From an optimization exercise on the open Yosys and OpenROAD flow, aimed at small area; shortcuts taken in it are not production practice. RTL that was checked went through simulation tests only; none was proved equivalent to the original. No functional check of the RTL was part of run 3. No driver is modelled on the clock port, so clocking that relies on it looks cheaper here than on a real chip. No activity file was given, so power comes from the tool's default toggle rates.

## flow/config.mk

```make
export PLATFORM = sky130hd
export DESIGN_NAME = axi_stream_insert_header_1
export DESIGN_NICKNAME = axi_stream_insert_header_1
export VERILOG_FILES = /design/flow/design.v
export SDC_FILE = /design/flow/constraint.sdc
export NUM_CORES = 4
export LEC_CHECK = 0
export CAP_MARGIN = 20
export CORE_MARGIN = 2
export CORE_UTILIZATION = 40
export GPL_TIMING_DRIVEN = 0
export SLEW_MARGIN = 20
export SYNTH_HIERARCHICAL = 1
```

## flow/constraint.sdc

```tcl
create_clock -name core_clock -period 5.0 [get_ports {clk}]
set_input_delay 1.0000 -clock core_clock [delete_from_list [all_inputs] [get_ports {clk}]]
set_output_delay 1.0000 -clock core_clock [all_outputs]
set_load 0.01 [all_outputs]
```

## flow/design.v

```verilog
`timescale 1ns / 1ps
module aihs_ao22 (input a1, input a2, input b1, input b2, output y);
assign y = (a1 & a2) | (b1 & b2);
endmodule
module aihs_aoi222 (input a1, input a2, input b1, input b2, input c1, input c2, output y);
assign y = ~((a1 & a2) | (b1 & b2) | (c1 & c2));
endmodule
module aihs_nand2 (input a, input b, output y);
assign y = ~(a & b);
endmodule
module aihs_nand3 (input a, input b, input c, output y);
assign y = ~(a & b & c);
endmodule
module aihs_nand2aoi22 (input x1, input x2, input a1, input a2, input b1, input b2, output y);
assign y = ~(x1 & x2 & ~((a1 & a2) | (b1 & b2)));
endmodule
module aihs_ctl (
input ins, input [3:0] ksn, input [3:0] keep_insert, input nz1, input nzh0,
input valid_insert, input s_ready, input valid_in, input pulse, input rst_n,
output k1111, output k0111, output k0011, output k0001, output kval,
output en, output en_n, output en1, output hs, output ek_n, output eh, output eh_n,
output [3:0] ehb,
output si1, output si2, output si3, output b0, output b1, output b2, output b3,
output ld, output hold, output sh, output a1, output a2, output a3
);
assign k1111 = keep_insert == 4'b1111;
assign k0111 = keep_insert == 4'b0111;
assign k0011 = keep_insert == 4'b0011;
assign k0001 = keep_insert == 4'b0001;
assign kval = k1111 | k0111 | k0011 | k0001;
assign en = valid_in & ~pulse & rst_n;    
assign en_n = ~en;
assign en1 = en & nz1;
assign hs = valid_insert & s_ready;       
assign ek_n = ~hs;
assign eh = hs & kval;                    
assign eh_n = ~eh;
assign ehb = {4{eh}} & {k1111, k1111 | k0111, ~k0001, 1'b1};
assign si1 = ins & k0111;
assign si2 = ins & k0011;
assign si3 = ins & k0001;
assign b0 = ~(ins | ksn[0]);
assign b1 = ~(ins | ksn[1]);
assign b2 = ~(ins | ksn[2]);
assign b3 = ~(ins | ksn[3]);
assign ld = (ins & kval) | b0 | b1 | b2 | b3;
assign hold = ~ld;
assign sh = ins & k1111 & nzh0;
assign a1 = (si1 | b1) & nz1;
assign a2 = (si2 | b2) & nz1;
assign a3 = (si3 | b3) & nz1;
endmodule
module axi_stream_insert_header_1 #(
parameter DATA_WD = 32,
parameter DATA_BYTE_WD = DATA_WD / 8,
parameter BYTE_CNT_WD = $clog2(DATA_BYTE_WD)
) (
input clk,
input rst_n,
input valid_in,
input [DATA_WD-1 : 0] data_in,
input [DATA_BYTE_WD-1 : 0] keep_in,
input last_in,
output ready_in,
output valid_out,
output [DATA_WD-1 : 0] data_out,
output [DATA_BYTE_WD-1 : 0] keep_out,
output last_out,
input ready_out,
input valid_insert,
input [DATA_WD-1 : 0] data_insert,
input [DATA_BYTE_WD-1 : 0] keep_insert,
input [BYTE_CNT_WD-1: 0] byte_insert_cnt,
output ready_insert
);
reg l1, l2, lo0, lo1;
wire pulse = ~l1 & l2;
always @(posedge clk or negedge rst_n)
if (!rst_n) begin
    l1 <= 1'b0; l2 <= 1'b0; lo0 <= 1'b0; lo1 <= 1'b0;
end else begin
    l1 <= last_in; l2 <= l1; lo0 <= pulse; lo1 <= lo0;
end
assign ready_in = ~pulse;
assign last_out = lo1;
reg s_ready, ins, n1;
always @(posedge clk or negedge rst_n)
if (!rst_n) begin
    s_ready <= 1'b0; ins <= 1'b0; n1 <= 1'b0;
end else begin
    ins <= hs; s_ready <= ~ins; n1 <= s_ready;
end
assign ready_insert = s_ready;
assign valid_out = ~n1 | s_ready;
wire k1111, k0111, k0011, k0001, kval, en, en_n, en1, hs, ek_n, eh, eh_n;
wire si1, si2, si3, b0, b1, b2, b3, ld, hold, sh, a1, a2, a3;
wire [3:0] ehb;
reg nz1, nzh0;
reg [3:0] ksn;    
aihs_ctl u_ctl (.ins(ins), .ksn(ksn), .keep_insert(keep_insert), .nz1(nz1), .nzh0(nzh0),
    .valid_insert(valid_insert), .s_ready(s_ready), .valid_in(valid_in), .pulse(pulse), .rst_n(rst_n),
    .k1111(k1111), .k0111(k0111), .k0011(k0011), .k0001(k0001), .kval(kval),
    .en(en), .en_n(en_n), .en1(en1), .hs(hs), .ek_n(ek_n), .eh(eh), .eh_n(eh_n), .ehb(ehb),
    .si1(si1), .si2(si2), .si3(si3), .b0(b0), .b1(b1), .b2(b2), .b3(b3),
    .ld(ld), .hold(hold), .sh(sh), .a1(a1), .a2(a2), .a3(a3));
always @(posedge clk or negedge rst_n)
if (!rst_n) nz1 <= 1'b0;
else if (en) nz1 <= 1'b1;
always @(posedge clk or negedge rst_n)
if (!rst_n) nzh0 <= 1'b0;
else if (eh) nzh0 <= 1'b1;
reg [31:0] r1, r2, hdr;
reg [3:0] kin;
wire [31:0] r1_d, r2_d, hdr_d;
wire [3:0] kin_d, ksn_d;
wire [3:0] ksn_new = ~{k0001, k0011, k0111, k1111};
genvar i;
generate
for (i = 0; i < 32; i = i + 1) begin : g_w
    aihs_ao22 u_r1 (.a1(en), .a2(data_in[i]), .b1(en_n), .b2(r1[i]), .y(r1_d[i]));
    aihs_ao22 u_r2 (.a1(en1), .a2(r1[i]), .b1(en_n), .b2(r2[i]), .y(r2_d[i]));
    aihs_ao22 u_hd (.a1(ehb[i/8]), .a2(data_insert[i]), .b1(eh_n), .b2(hdr[i]), .y(hdr_d[i]));
end
for (i = 0; i < 4; i = i + 1) begin : g_k
    aihs_ao22 u_ki (.a1(en), .a2(keep_in[i]), .b1(en_n), .b2(kin[i]), .y(kin_d[i]));
    aihs_ao22 u_ks (.a1(hs), .a2(ksn_new[i]), .b1(ek_n), .b2(ksn[i]), .y(ksn_d[i]));
end
endgenerate
always @(posedge clk) begin
    r1 <= r1_d; r2 <= r2_d; hdr <= hdr_d; kin <= kin_d; ksn <= ksn_d;
end
reg [31:0] hdo;
reg nzh;
wire [31:0] hdo_d;
generate
for (i = 0; i < 8; i = i + 1) begin : g_h
    wire x3a, x3b, x3c;
    aihs_aoi222 u3a (.a1(sh), .a2(hdr[24+i]), .b1(si1), .b2(data_insert[16+i]), .c1(si2), .c2(data_insert[8+i]), .y(x3a));
    aihs_aoi222 u3b (.a1(si3), .a2(data_insert[i]), .b1(b0), .b2(r2[24+i]), .c1(b1), .c2(r2[16+i]), .y(x3b));
    aihs_aoi222 u3c (.a1(b2), .a2(r2[8+i]), .b1(b3), .b2(r2[i]), .c1(hold), .c2(hdo[24+i]), .y(x3c));
    aihs_nand3 u3 (.a(x3a), .b(x3b), .c(x3c), .y(hdo_d[24+i]));
    wire x2a, x2b;
    aihs_aoi222 u2a (.a1(sh), .a2(hdr[16+i]), .b1(si1), .b2(data_insert[8+i]), .c1(si2), .c2(data_insert[i]), .y(x2a));
    aihs_aoi222 u2b (.a1(a3), .a2(r1[24+i]), .b1(b0), .b2(r2[16+i]), .c1(b1), .c2(r2[8+i]), .y(x2b));
    aihs_nand2aoi22 u2 (.x1(x2a), .x2(x2b), .a1(b2), .a2(r2[i]), .b1(hold), .b2(hdo[16+i]), .y(hdo_d[16+i]));
    wire x1a, x1b, x1c;
    aihs_aoi222 u1a (.a1(sh), .a2(hdr[8+i]), .b1(si1), .b2(data_insert[i]), .c1(a2), .c2(r1[24+i]), .y(x1a));
    aihs_aoi222 u1b (.a1(a3), .a2(r1[16+i]), .b1(b0), .b2(r2[8+i]), .c1(b1), .c2(r2[i]), .y(x1b));
    aihs_nand2 u1c (.a(hold), .b(hdo[8+i]), .y(x1c));
    aihs_nand3 u1 (.a(x1a), .b(x1b), .c(x1c), .y(hdo_d[8+i]));
    wire x0a, x0b;
    aihs_aoi222 u0a (.a1(sh), .a2(hdr[i]), .b1(a1), .b2(r1[24+i]), .c1(a2), .c2(r1[16+i]), .y(x0a));
    aihs_aoi222 u0b (.a1(a3), .a2(r1[8+i]), .b1(b0), .b2(r2[i]), .c1(hold), .c2(hdo[i]), .y(x0b));
    aihs_nand2 u0 (.a(x0a), .b(x0b), .y(hdo_d[i]));
end
endgenerate
always @(posedge clk) hdo <= hdo_d;
always @(posedge clk or negedge rst_n)
if (!rst_n) nzh <= 1'b0;
else if (ld) nzh <= 1'b1;
wire so = ready_out & nzh, sr = ~ready_out;
generate
for (i = 0; i < 32; i = i + 1) begin : g_o
    aihs_ao22 u_o (.a1(so), .a2(hdo[i]), .b1(sr), .b2(r2[i]), .y(data_out[i]));
end
endgenerate
reg [3:0] keep_out_r;
wire [3:0] kl = ({4{k1111}} & kin) | ({4{k0111}} & {kin[2:0], 1'b0})
              | ({4{k0011}} & {kin[1:0], 2'b0}) | ({4{k0001}} & {kin[0], 3'b0})
              | {4{~kval}};
always @(posedge clk or negedge rst_n)
if (!rst_n) keep_out_r <= 4'b0;
else keep_out_r <= valid_out ? 4'b1111 : ({4{lo1}} & kl);
assign keep_out = keep_out_r;
endmodule
```

## flow/flow/run.sh

```bash
#!/bin/bash
# The standard layout (standard.sh) with these changes:
#  - the port buffers are buf_1 instead of the default pick;
#  - CTS builds its tree from clkbuf_4 (root clkbuf_8) with no dummy loads,
#    and post_cts.tcl upsizes leaf buffers whose slew is high.
# make's output goes to make.log; ORFS keeps each step's log under orfs/logs.
set -euo pipefail
export BUFFER_PORTS_ARGS="-buffer_cell sky130_fd_sc_hd__buf_1"
export CTS_ARGS="-sink_clustering_enable -repair_clock_nets -dont_use_dummy_load -root_buf sky130_fd_sc_hd__clkbuf_8 -buf_list sky130_fd_sc_hd__clkbuf_4"
export POST_CTS_TCL="$(pwd)/flow/post_cts.tcl"
bash standard.sh > make.log 2>&1
```

## flow/flow/post_cts.tcl

```tcl
estimate_parasitics -placement
set upsized 0
foreach inst [get_cells *] {
  if {[get_property $inst ref_name] == "sky130_fd_sc_hd__clkbuf_4"} {
    set pin [get_pins [get_full_name $inst]/X]
    if {[get_property $pin slew_max] > 0.110} {
      replace_cell [get_full_name $inst] sky130_fd_sc_hd__clkbuf_8
      incr upsized
    }
  }
}
puts "post_cts: upsized $upsized clock buffers"
if {$upsized > 0} {
  detailed_placement
  check_placement -verbose
  estimate_parasitics -placement
}
```

## flow/standard.sh

```bash
#!/bin/bash
# synth_recipe.tcl (not shown) runs the flow's synth.tcl, then flattens the netlist and writes it again
# the make line also repeats each setting of config.mk as NAME=value (left out here)
make -C /OpenROAD-flow-scripts/flow DESIGN_CONFIG=/design/flow/config.mk WORK_HOME=/design/flow/orfs CLKGATE_MAP_FILE= SYNTH_SCRIPT=/design/flow/synth_recipe.tcl "${@:-finish}"
```

==> impl_metrics.env, run 1 <==
export IMPL_status="complete, no violations"
export IMPL_max_freq_ghz=0.2817
export IMPL_synth_xor_area_share_pct=0
export IMPL_diodes=0
export IMPL_die_w_um=122.3
export IMPL_synth_area_top_cells="dfxtp_1, a22o_1, a222oi_1, dfrtp_1, nand3_1"
export IMPL_synth_compound_area_share_pct=37.01
export IMPL_syn_avg_cell_area_um2=11.85
export IMPL_synth_nets=552
export IMPL_place_inst=774
export IMPL_detail_route_first_pass_iterations=10
export IMPL_initial_core_util_pct=40.62
export IMPL_core_area_mm2=0.01377
export IMPL_period_needed_ns=3.550
export IMPL_grt_pass1_wl_mm=26.91
export IMPL_period_share_pct=71.01
export IMPL_ir_drop_mv=0.1721
export IMPL_grt_usage_pct=23.75
export IMPL_drive_gt1_share_pct=7.038
export IMPL_drv_cap=0
export IMPL_endpoint_kind="flop"
export IMPL_synthAdderAreaFrac_pct=0
export IMPL_dieArea_mm2=0.01495
export IMPL_p_per_area_mw_per_mm2=432.9
export IMPL_drt_iter0_markers=1021
export IMPL_hold_violations=0
export IMPL_placed_area_mm2=0.006380
export IMPL_relSlewSlack_pct=16.14
export IMPL_leakage_nw=2.584
export IMPL_grt_pass1_vias=5061
export IMPL_setup_viol=0
export IMPL_yosys_area_share_simple_pct=7.178
export IMPL_fillers=1341
export IMPL_ys_ff_latch=150
export IMPL_gp_congestion=0.8703
export IMPL_rows=43
export IMPL_grt_max_degree=70
export IMPL_syn2layout_area_growth_pct=16.88
export IMPL_num_io_pins=120
export IMPL_synth_top_family_by_area="compound AO/OA/AOI/OAI gates"
export IMPL_synth_edff_count=0
export IMPL_yosysUniqueCellTypes=22
export IMPL_cts_tree="yes"
export IMPL_yosysTopAreaCell="dfxtp_1"
export IMPL_ant_nets=0
export IMPL_path_max_fanout=69
export IMPL_cp_required_ns=5.35
export IMPL_rsz0062_at_grt="no"
export IMPL_cts_sinks=150
export IMPL_fin_area_mm2=0.006540
export IMPL_drc_errors=0
export IMPL_layout_nets=693
export IMPL_synth_mux_area_share_pct=0
export IMPL_tightest_slew_ns=1.253
export IMPL_via_count=5190
export IMPL_vias_per_cell=6.561
export IMPL_fp_dieH_um=122.3
export IMPL_synth_cells=472
export IMPL_clock_latency_ns=0.44
export IMPL_fin_skew_ns=0.03469
export IMPL_slowest_delay_ns=0.70
export IMPL_synth_top_area_share_pct=48.66
export IMPL_routed_wl_mm=17.75
export IMPL_routedWlPerCell_um=22.44
export IMPL_crit_buf_inv=3
export IMPL_clk_pin_slew_ns=0.10
export IMPL_critPathTopFamily="buffers and inverters"
export IMPL_dp_hpwl_mm=11.12
export IMPL_fin_tns_setup_ns=0
export IMPL_fin_cells=791
export IMPL_synth_seq_area_share_pct=54.92
export IMPL_final_cell_mix="a22o_1, dfxtp_1, buf_1"
export IMPL_crit_chain="buf_1 -> nand2_1 -> or2_4 -> inv_2 -> and2_2 -> buf_16 -> a22o_1"
export IMPL_hold_slack_ns=0.3624
export IMPL_synth_yosys_warnings=7
export IMPL_synthFlopType="dfxtp_1"
export IMPL_hold_class="reg -> reg"
export IMPL_syn_cell_area_mm2=0.005595
export IMPL_grt_overflow=0
export IMPL_start_kind="input port"
export IMPL_antenna_found_initial=0
export IMPL_io_buffers=117
export IMPL_crit_type="in -> reg"
export IMPL_slowest_stage="inv_2"
export IMPL_synthArstFlopShare_pct=9.333
export IMPL_cp_data_arrival_time_ns=3.90
export IMPL_slew_viol_final=0
Yosys cell counts, types with 2 or more instances:
cell,count
a22o_1,136
dfxtp_1,136
a222oi_1,73
nand3_1,27
nand2_1,24
dfrtp_1,14
a22oi_1,10
inv_1,10
nor2_1,10
a21o_1,5
and2_1,5
or2_2,5
nand2b_1,3
nor3_1,3
o21a_1,3
and3_1,2
per-module statistics from Yosys (local to each module, per instance):
module	area [um2]	flip-flops and latches	times used	cells
aihs_ctl	222.7	0	1	39
axi_stream_insert_header_1	3221	150	1	177
aihs_nand2	3.754	0	16	1
aihs_aoi222	10.01	0	72	1
aihs_ao22	8.758	0	136	1
aihs_nand3	5.005	0	16	1
aihs_nand2aoi22	12.51	0	8	2
area by class of cell:
type | instances | area (um2) | area share, %
buffer | 2 | 12.51 | 0.1913
sequential | 150 | 3073 | 46.99
timing repair buffer | 122 | 523.0 | 7.997
tap | 180 | 225.2 | 3.444
clock buffer | 17 | 158.9 | 2.430
inverter | 10 | 37.54 | 0.5739
multi-input combinational | 310 | 2510 | 38.38
logic make-up after synthesis:
| group | Yosys count |
|---|---|
| AOI/OAI and AO/OA | 229 |
| buffers and inverters | 12 |
| DFF | 150 |
| and+or+nand+nor | 81 |
through the flow:
stage | setup WS (ns) | util, % | power [W]
6_report | 1.450 | 47.48 | 0.002832
5_1_grt | 1.140 | 47.48 | 0.002981
3_5_place_dp | 0.9521 | 46.32 | 0.002280
3_3_place_gp | -0.4161 | 45.45 | 0.002243
2_1_floorplan | 1.650 | - | 0.002030
metal layers:
layer,global-route usage (%),part of all wire [%],up-vias
li1,-,-,2336
met2,36.91,45,305
met3,6.459,9.8,35
met5,0,0,-
met1,30.65,43,2514
met4,11.28,2.7,0
sequential cells by signal, summed over array words and instances (netlist names), 4 cells and up:
| name | cells |
|---|---|
| hdo | 32 |
| hdr | 32 |
| keep_out_r | 4 |
| kin | 4 |
| ksn | 4 |
| r1 | 32 |
| r2 | 32 |
report_power, final:
part	internal (W)	leakage (nW)	switching, W
logic	0.000302	1.21	0.000313
clock network	0.000200	0.0912	0.000362
registers	0.00145	1.29	0.000202
total	0.00196	2.58	0.000876
path summary, 6_finish.rpt:
| path | start | endpoint | slack, ns | depth (start not counted) |
|---|---|---|---|---|
| max in group asynchronous | rst_n | nzh | 3.86 | 1 |
| worst max register to register | l1 | r2[27] | 1.97 | 7 |
| worst max-delay path | rst_n | r2[27] | 1.45 | 7 |
| min in group asynchronous | rst_n | l1 | 0.61 | 1 |
| worst min register to register | lo0 | lo1 | 0.36 | 0 |
| worst min-delay path | lo0 | lo1 | 0.36 | 0 |
==> inputs of run 2 (changes only) <==
--- a/flow/config.mk
+++ b/flow/config.mk
@@ -8,6 +8,5 @@
 export CAP_MARGIN = 20
 export CORE_MARGIN = 2
 export CORE_UTILIZATION = 40
-export GPL_TIMING_DRIVEN = 0
 export SLEW_MARGIN = 20
 export SYNTH_HIERARCHICAL = 1
==> run 2 against run 1 <==
Net effect: still clean on timing, DRC and antenna; clock power is 3% lower; critical path depth is 1 lower; core utilization is 0.054 points lower; final cell count is 0.76% higher; register-to-register slack better by 0.30 ns; synthesized cell count stayed put; critical path type unchanged; critical endpoint is now hdo[15]; highest routed layer unchanged.
==> impl_metrics.env, run 2 <==
export IMPL_status="complete, no violations"
export IMPL_yosysTopAreaCell="dfxtp_1"
export IMPL_leakage_nw=2.603
export IMPL_p_per_area_mw_per_mm2=431.0
export IMPL_drt_iter0_markers=1074
export IMPL_endpoint_kind="flop"
export IMPL_power_w=0.002816
export IMPL_synthArstFlopShare_pct=9.333
export IMPL_grt_pass1_wl_mm=26.83
export IMPL_max_freq_ghz=0.3119
export IMPL_finalWorstSetupSlack_ns=1.794
export IMPL_synth_common_cells="a22o_1, dfxtp_1, a222oi_1, nand3_1, nand2_1"
export IMPL_cts_tree="yes"
export IMPL_clock_latency_ns=0.43
export IMPL_setup_viol=0
export IMPL_grt_usage_pct=23.55
export IMPL_fp_dieH_um=122.3
export IMPL_drive_gt1_share_pct=6.969
export IMPL_fin_area_mm2=0.006533
export IMPL_critPathTopFamily="compound AO/OA/AOI/OAI gates"
export IMPL_die_w_um=122.3
export IMPL_rows=43
export IMPL_start_kind="input port"
export IMPL_placed_area_mm2=0.006385
export IMPL_io_buffers=117
export IMPL_synth_cells=472
export IMPL_hold_class="reg -> reg"
export IMPL_grt_overflow=0
export IMPL_dp_hpwl_mm=11.16
export IMPL_fin_tns_setup_ns=0
export IMPL_crit_type="in -> reg"
export IMPL_layout_nets=699
export IMPL_dieArea_mm2=0.01495
export IMPL_syn_avg_cell_area_um2=11.85
export IMPL_slew_viol_final=0
export IMPL_worst_r2r_endpoint="hdo[15]"
export IMPL_worstHoldStart="lo0"
export IMPL_slowest_stage="o21a_1"
export IMPL_relSlewSlack_pct=25.88
export IMPL_syn2layout_area_growth_pct=16.75
export IMPL_r2r_cells=4
export IMPL_synthFlopType="dfxtp_1"
export IMPL_antenna_found_initial=0
export IMPL_num_io_pins=120
export IMPL_synth_area_top_cells="dfxtp_1, a22o_1, a222oi_1, dfrtp_1, nand3_1"
export IMPL_rsz0062_at_grt="no"
export IMPL_ir_drop_mv=0.1757
export IMPL_crit_buf_inv=1
export IMPL_hold_violations=0
export IMPL_period_share_pct=64.12
export IMPL_drc_errors=0
export IMPL_crit_chain="buf_1 -> nor4b_4 -> and2_1 -> o21a_1 -> a222oi_1 -> nand3_1"
export IMPL_clk_pin_slew_ns=0.09
export IMPL_rrSetupSlack_ns=2.27
export IMPL_r2r_start="ins"
export IMPL_routed_wl_mm=17.58
export IMPL_hold_end="lo1"
export IMPL_synth_edff_count=0
export IMPL_period_needed_ns=3.206
export IMPL_path_max_fanout=24
export IMPL_grt_max_degree=69
export IMPL_hold_depth=0
export IMPL_initial_core_util_pct=40.62
export IMPL_place_ws_ns=1.474
export IMPL_detail_route_first_pass_iterations=10
export IMPL_vias_per_cell=6.570
export IMPL_synth_seq_area_share_pct=54.92
export IMPL_cp_required_ns=5.34
export IMPL_gp_congestion=0.8789
export IMPL_drv_cap=0
export IMPL_fin_skew_ns=0.02746
export IMPL_final_core_util_pct=47.43
export IMPL_diodes=0
export IMPL_synth_top_area_share_pct=48.66
export IMPL_core_area_mm2=0.01377
export IMPL_yosysUniqueCellTypes=22
export IMPL_synth_yosys_warnings=7
export IMPL_ys_ff_latch=150
export IMPL_via_count=5236
export IMPL_final_cell_mix="a22o_1, dfxtp_1, buf_1"
export IMPL_cts_sinks=150
export IMPL_ant_nets=0
export IMPL_routedWlPerCell_um=22.06
export IMPL_tightest_slew_ns=1.112
export IMPL_slowest_delay_ns=0.98
export IMPL_synth_nets=552
export IMPL_cp_data_arrival_time_ns=3.55
export IMPL_grt_pass1_vias=5092
export IMPL_syn_cell_area_mm2=0.005595
==> run 2: cell count changes in the layout (fill, tap and decap cells not counted), sizes merged <==
| cell | previous run | this run |
|---|---|---|
| buf | 124 | 130 |
==> run 2: logic make-up (layout without fill, tap and decap cells) <==
| group | count (synthesis) | count (layout) | share of synthesized area (%) |
|---|---|---|---|
| simple gates | 81 | 81 | 7.178 |
| buf+inv | 12 | 157 | 0.8945 |
| flops | 150 | 150 | 54.92 |
| compound gates | 229 | 229 | 37.01 |
==> run 2: worst max path at each step <==
stage          slack (ns)  cells after the start      startpoint       to
2_1_floorplan        1.65                      5           rst_n    r2[0]
3_3_place_gp         1.52                      6  keep_insert[3]  hdo[19]
6_report             1.79                      6  keep_insert[0]  hdo[15]
5_1_grt              1.79                      6  keep_insert[3]  hdo[15]
3_5_place_dp         1.47                      6  keep_insert[3]  hdo[15]
==> run 2: area by class of cell <==
type	instances	area, um2
Sequential cell	150	3073
Timing Repair Buffer	130	564.3
Fill cell	1391	7241
Clock buffer	17	146.4
Multi-Input combinational cell	310	2486
Inverter	10	37.54
Tap cell	180	225.2
==> run 2: per-stage QoR <==
stage	std cells	hold WS, ns
5_1_grt	797	0.3764
6_report	797	0.3600
3_3_place_gp	778	0.3332
2_1_floorplan	472	0.3312
3_5_place_dp	780	0.3442
==> run 2: routing by layer <==
metal / part of all wire (%) / up-vias / track usage [%]
li1: - / 2354 / -
met1: 44 / 2570 / 30.77
met2: 46 / 273 / 36.94
met3: 8.2 / 39 / 5.901
met4: 1.9 / 0 / 9.842
met5: 0 / - / 2.083
==> run 2: power breakdown <==
part	switching (W)	internal, W
logic	0.000308	0.000306
clock network	0.000363	0.000184
registers	0.000202	0.00145
total	0.000873	0.00194
==> run 2: Yosys stat by module (local to each module, per instance) <==
| module | cells | times used | flip-flops and latches | area, um2 |
|---|---|---|---|---|
| axi_stream_insert_header_1 | 177 | 1 | 150 | 3221 |
| aihs_nand2 | 1 | 16 | 0 | 3.754 |
| aihs_nand3 | 1 | 16 | 0 | 5.005 |
| aihs_ao22 | 1 | 136 | 0 | 8.758 |
| aihs_ctl | 39 | 1 | 0 | 222.7 |
| aihs_nand2aoi22 | 2 | 8 | 0 | 12.51 |
| aihs_aoi222 | 1 | 72 | 0 | 10.01 |
==> inputs of run 3 (changes only) <==
--- a/flow/design.v
+++ b/flow/design.v
@@ -11,8 +11,8 @@
 module aihs_nand3 (input a, input b, input c, output y);
 assign y = ~(a & b & c);
 endmodule
-module aihs_nand2aoi22 (input x1, input x2, input a1, input a2, input b1, input b2, output y);
-assign y = ~(x1 & x2 & ~((a1 & a2) | (b1 & b2)));
+module aihs_nand4 (input a, input b, input c, input d, output y);
+assign y = ~(a & b & c & d);
 endmodule
 module aihs_ctl (
 input ins, input [3:0] ksn, input [3:0] keep_insert, input nz1, input nzh0,
@@ -139,10 +139,12 @@
     aihs_aoi222 u3b (.a1(si3), .a2(data_insert[i]), .b1(b0), .b2(r2[24+i]), .c1(b1), .c2(r2[16+i]), .y(x3b));
     aihs_aoi222 u3c (.a1(b2), .a2(r2[8+i]), .b1(b3), .b2(r2[i]), .c1(hold), .c2(hdo[24+i]), .y(x3c));
     aihs_nand3 u3 (.a(x3a), .b(x3b), .c(x3c), .y(hdo_d[24+i]));
-    wire x2a, x2b;
+    wire x2a, x2b, x2c, x2d;
     aihs_aoi222 u2a (.a1(sh), .a2(hdr[16+i]), .b1(si1), .b2(data_insert[8+i]), .c1(si2), .c2(data_insert[i]), .y(x2a));
     aihs_aoi222 u2b (.a1(a3), .a2(r1[24+i]), .b1(b0), .b2(r2[16+i]), .c1(b1), .c2(r2[8+i]), .y(x2b));
-    aihs_nand2aoi22 u2 (.x1(x2a), .x2(x2b), .a1(b2), .a2(r2[i]), .b1(hold), .b2(hdo[16+i]), .y(hdo_d[16+i]));
+    aihs_nand2 u2c (.a(b2), .b(r2[i]), .y(x2c));
+    aihs_nand2 u2d (.a(hold), .b(hdo[16+i]), .y(x2d));
+    aihs_nand4 u2 (.a(x2a), .b(x2b), .c(x2c), .d(x2d), .y(hdo_d[16+i]));
     wire x1a, x1b, x1c;
     aihs_aoi222 u1a (.a1(sh), .a2(hdr[8+i]), .b1(si1), .b2(data_insert[i]), .c1(a2), .c2(r1[24+i]), .y(x1a));
     aihs_aoi222 u1b (.a1(a3), .a2(r1[16+i]), .b1(b0), .b2(r2[8+i]), .c1(b1), .c2(r2[i]), .y(x1b));
--- a/flow/flow/run.sh
+++ b/flow/flow/run.sh
@@ -2,7 +2,7 @@
 # The standard layout (standard.sh) with these changes:
 #  - the port buffers are buf_1 instead of the default pick;
 #  - CTS builds its tree from clkbuf_4 (root clkbuf_8) with no dummy loads,
-#    and post_cts.tcl upsizes leaf buffers whose slew is high.
+#    and post_cts.tcl resizes leaf buffers by their slew.
 # make's output goes to make.log; ORFS keeps each step's log under orfs/logs.
 set -euo pipefail
 export BUFFER_PORTS_ARGS="-buffer_cell sky130_fd_sc_hd__buf_1"
==> flow/flow/post_cts.tcl (replaced) <==
estimate_parasitics -placement
set up 0
set down 0
foreach inst [get_cells *] {
  if {[get_property $inst ref_name] != "sky130_fd_sc_hd__clkbuf_4"} { continue }
  set name [get_full_name $inst]
  set pin [get_pins $name/X]
  set s [get_property $pin slew_max]
  if {$s > 0.110} {
    replace_cell $name sky130_fd_sc_hd__clkbuf_8
    incr up
  } elseif {$s < 0.075} {
    replace_cell $name sky130_fd_sc_hd__clkbuf_2
    estimate_parasitics -placement
    if {[get_property [get_pins $name/X] slew_max] > 0.100} {
      replace_cell $name sky130_fd_sc_hd__clkbuf_4
      estimate_parasitics -placement
    } else {
      incr down
    }
  }
}
puts "post_cts: upsized $up, downsized $down clock buffers"
if {$up + $down > 0} {
  detailed_placement
  check_placement -verbose
  estimate_parasitics -placement
}
==> run 3 against run 2 <==
Net effect: die area rose by 0.18%; synthesized cell count rose by 1.7%; largest cell class unchanged; sequential share of layout area about the same; combinational power shrank 2%; largest power group unchanged; hold slack improved by 0.0060 ns; highest routed layer unchanged; still clean; core utilization hardly changed; register-to-register slack gained 0.16 ns; total power up 0.42%.
==> impl_metrics.env, run 3 <==
export IMPL_cp_data_arrival_time_ns=3.37
export IMPL_status="complete, no violations"
export IMPL_crit_start="keep_insert[3]"
export IMPL_final_cell_mix="a22o_1, dfxtp_1, buf_1"
export IMPL_routed_wl_mm=17.72
export IMPL_synthFlopType="dfxtp_1"
export IMPL_synth_top_area_share_pct=48.57
export IMPL_period_share_pct=60.41
export IMPL_synth_yosys_warnings=7
export IMPL_io_buffers=117
export IMPL_drt_iter0_markers=1072
export IMPL_r2r_cells=8
export IMPL_diodes=0
export IMPL_grt_overflow=0
export IMPL_fin_cells=806
export IMPL_max_freq_ghz=0.3311
export IMPL_power_w=0.002827
export IMPL_yosysTopAreaCell="dfxtp_1"
export IMPL_cp_required_ns=5.35
export IMPL_gp_congestion=0.8403
export IMPL_synth_area_top_cells="dfxtp_1, a22o_1, a222oi_1, dfrtp_1, nand2_1"
export IMPL_drive_gt1_share_pct=6.869
export IMPL_num_io_pins=120
export IMPL_fp_dieH_um=122.4
export IMPL_rsz0062_at_grt="no"
export IMPL_rrSetupSlack_ns=2.43
export IMPL_place_inst=789
export IMPL_grt_usage_pct=23.84
export IMPL_ys_ff_latch=150
export IMPL_core_area_mm2=0.01377
export IMPL_vias_per_cell=6.480
export IMPL_fin_skew_ns=0.03308
export IMPL_layout_nets=708
export IMPL_die_w_um=122.4
export IMPL_cts_tree="yes"
export IMPL_syn2layout_area_growth_pct=16.58
export IMPL_r2r_start="l1"
export IMPL_p_per_area_mw_per_mm2=432.7
export IMPL_ir_drop_mv=0.1626
export IMPL_synth_edff_count=0
export IMPL_tightest_slew_ns=1.020
export IMPL_crit_type="in -> reg"
export IMPL_rows=43
export IMPL_hold_class="reg -> reg"
export IMPL_leakage_nw=2.605
export IMPL_antenna_found_initial=0
export IMPL_setup_viol=0
export IMPL_slew_viol_final=0
export IMPL_cts_sinks=150
export IMPL_detail_route_first_pass_iterations=13
export IMPL_yosysUniqueCellTypes=22
export IMPL_endpoint_kind="flop"
export IMPL_fin_area_mm2=0.006535
export IMPL_fillers=1336
export IMPL_grt_max_degree=70
export IMPL_fin_tns_setup_ns=0
export IMPL_initial_core_util_pct=40.70
export IMPL_grt_pass1_vias=5085
export IMPL_via_count=5223
export IMPL_clk_pin_slew_ns=0.09
export IMPL_clock_latency_ns=0.44
export IMPL_synth_common_cells="a22o_1, dfxtp_1, a222oi_1, nand2_1, nand3_1"
export IMPL_syn_avg_cell_area_um2=11.68
export IMPL_synthArstFlopShare_pct=9.333
export IMPL_period_needed_ns=3.020
export IMPL_synth_nets=560
export IMPL_drv_cap=0
export IMPL_hold_violations=0
export IMPL_path_max_fanout=24
export IMPL_synth_cells=480
export IMPL_hold_slack_ns=0.3660
export IMPL_start_kind="input port"
export IMPL_ant_nets=0
export IMPL_relSlewSlack_pct=32.02
export IMPL_dp_hpwl_mm=11.05
export IMPL_synth_seq_area_share_pct=54.82
export IMPL_worst_r2r_endpoint="r2[26]"
export IMPL_endpoint="hdo[2]"
export IMPL_syn_cell_area_mm2=0.005605
export IMPL_placed_area_mm2=0.006375
export IMPL_drc_errors=0
export IMPL_routedWlPerCell_um=21.99
export IMPL_dieArea_mm2=0.01498
export IMPL_grt_pass1_wl_mm=27.19
[run 3: changes by cell type after synthesis]
cell / change
nand3_1: -8
nand2_1: +16
nand4_1: +8
a22oi_1: -8
[run 3: cell type report]
type                            count  area [um2]  share of cell area [%]
Sequential cell                   150        3073                   47.02
Multi-Input combinational cell    318        2496                   38.20
Timing Repair Buffer              131       544.3                   8.329
Tap cell                          180       225.2                   3.446
Clock buffer                       17       158.9                   2.432
Inverter                           10       37.54                  0.5744
[run 3: critical path, cell delays in order]
cell	delay, ns
buf_1	0.15
nor4b_4	0.37
and2_1	0.55
o21a_1	0.90
a222oi_1	0.27
nand2_1	0.12
[run 3: routing by layer]
metal	GRT usage, %	routed length (um)	up-vias	part of all wire [%]
li1	-	-	2371	-
met1	30.95	7536	2568	43
met2	38.26	8400	264	47
met3	5.855	1548	20	8.7
met4	9.267	237	0	1.3
met5	0	0	-	0
[run 3: how the worst min path moves through the flow]
stage               start  slack, ns  cells after the start   to
global placement      lo0       0.33                      0  lo1
floorplan             lo0       0.33                      0  lo1
global route          lo0       0.38                      0  lo1
detailed placement    lo0       0.35                      0  lo1
finish                lo0       0.37                      0  lo1
[run 3: per-stage QoR]
step / setup WS, ns / util (%)
finish: 1.980 / 47.45
global route: 1.834 / 47.45
detailed placement: 1.554 / 46.28
global placement: 1.595 / 46.28
floorplan: 1.650 / -
[run 3: Yosys stat by module, one instance, submodules excluded, a selection]
module	flip-flops and latches	copies in the design	cells	cell area, um2
aihs_nand3	0	16	1	5.005
aihs_nand4	0	8	1	6.256
axi_stream_insert_header_1	150	1	177	3221
aihs_nand2	0	32	1	3.754
aihs_aoi222	0	72	1	10.01
aihs_ctl	0	1	39	222.7
[run 3: cell families after synthesis]
family / synth area share (%)
AO/OA/AOI/OAI: 35.87
AND/OR/NAND/NOR: 8.415
buffers and inverters: 0.8929
flip-flops: 54.82
[run 3: where the power goes]
| part | internal (W) | switching (W) | leakage [nW] | total [W] |
|---|---|---|---|---|
| registers | 0.00145 | 0.000204 | 1.29 | 0.00166 |
| clock network | 0.000200 | 0.000365 | 0.0912 | 0.000566 |
| logic | 0.000297 | 0.000307 | 1.23 | 0.000604 |
| total | 0.00195 | 0.000877 | 2.61 | 0.00283 |

## afterwards: timing with drivers on the ports
In the flow no input, the clock included, has a driving cell. The finished layouts below were timed again as built, in two steps. Step 1, drivers: a clkbuf_16 drives clk and a buf_2 each remaining input, both assumed. Step 2 moves the port delays by t, midway between the first and last clock arrival at a register: inputs arrive t later, outputs are due t later. That takes back most of the time a late clock gives input paths. Three values: no drivers, after step 1, after step 2; two values: the first two.
| run | t (ns) | setup slack, ns | latest minus earliest clock arrival (ns) | pins driven straight from the clock port |
|---|---|---|---|---|
| run 1 | 0.460 | 1.450 / 1.460 / 1.001 | 0.035 / 0.035 | 1 |
| run 2 | 0.450 | 1.794 / 1.798 / 1.348 | 0.030 / 0.030 | 1 |
| run 3 | 0.455 | 1.980 / 1.978 / 1.529 | 0.034 / 0.034 | 1 |
After both steps setup and hold are still met in every run listed. For run 3, which loses most, drivers alone change the setup slack by -0.002 ns; drivers and shift together by -0.451 ns.
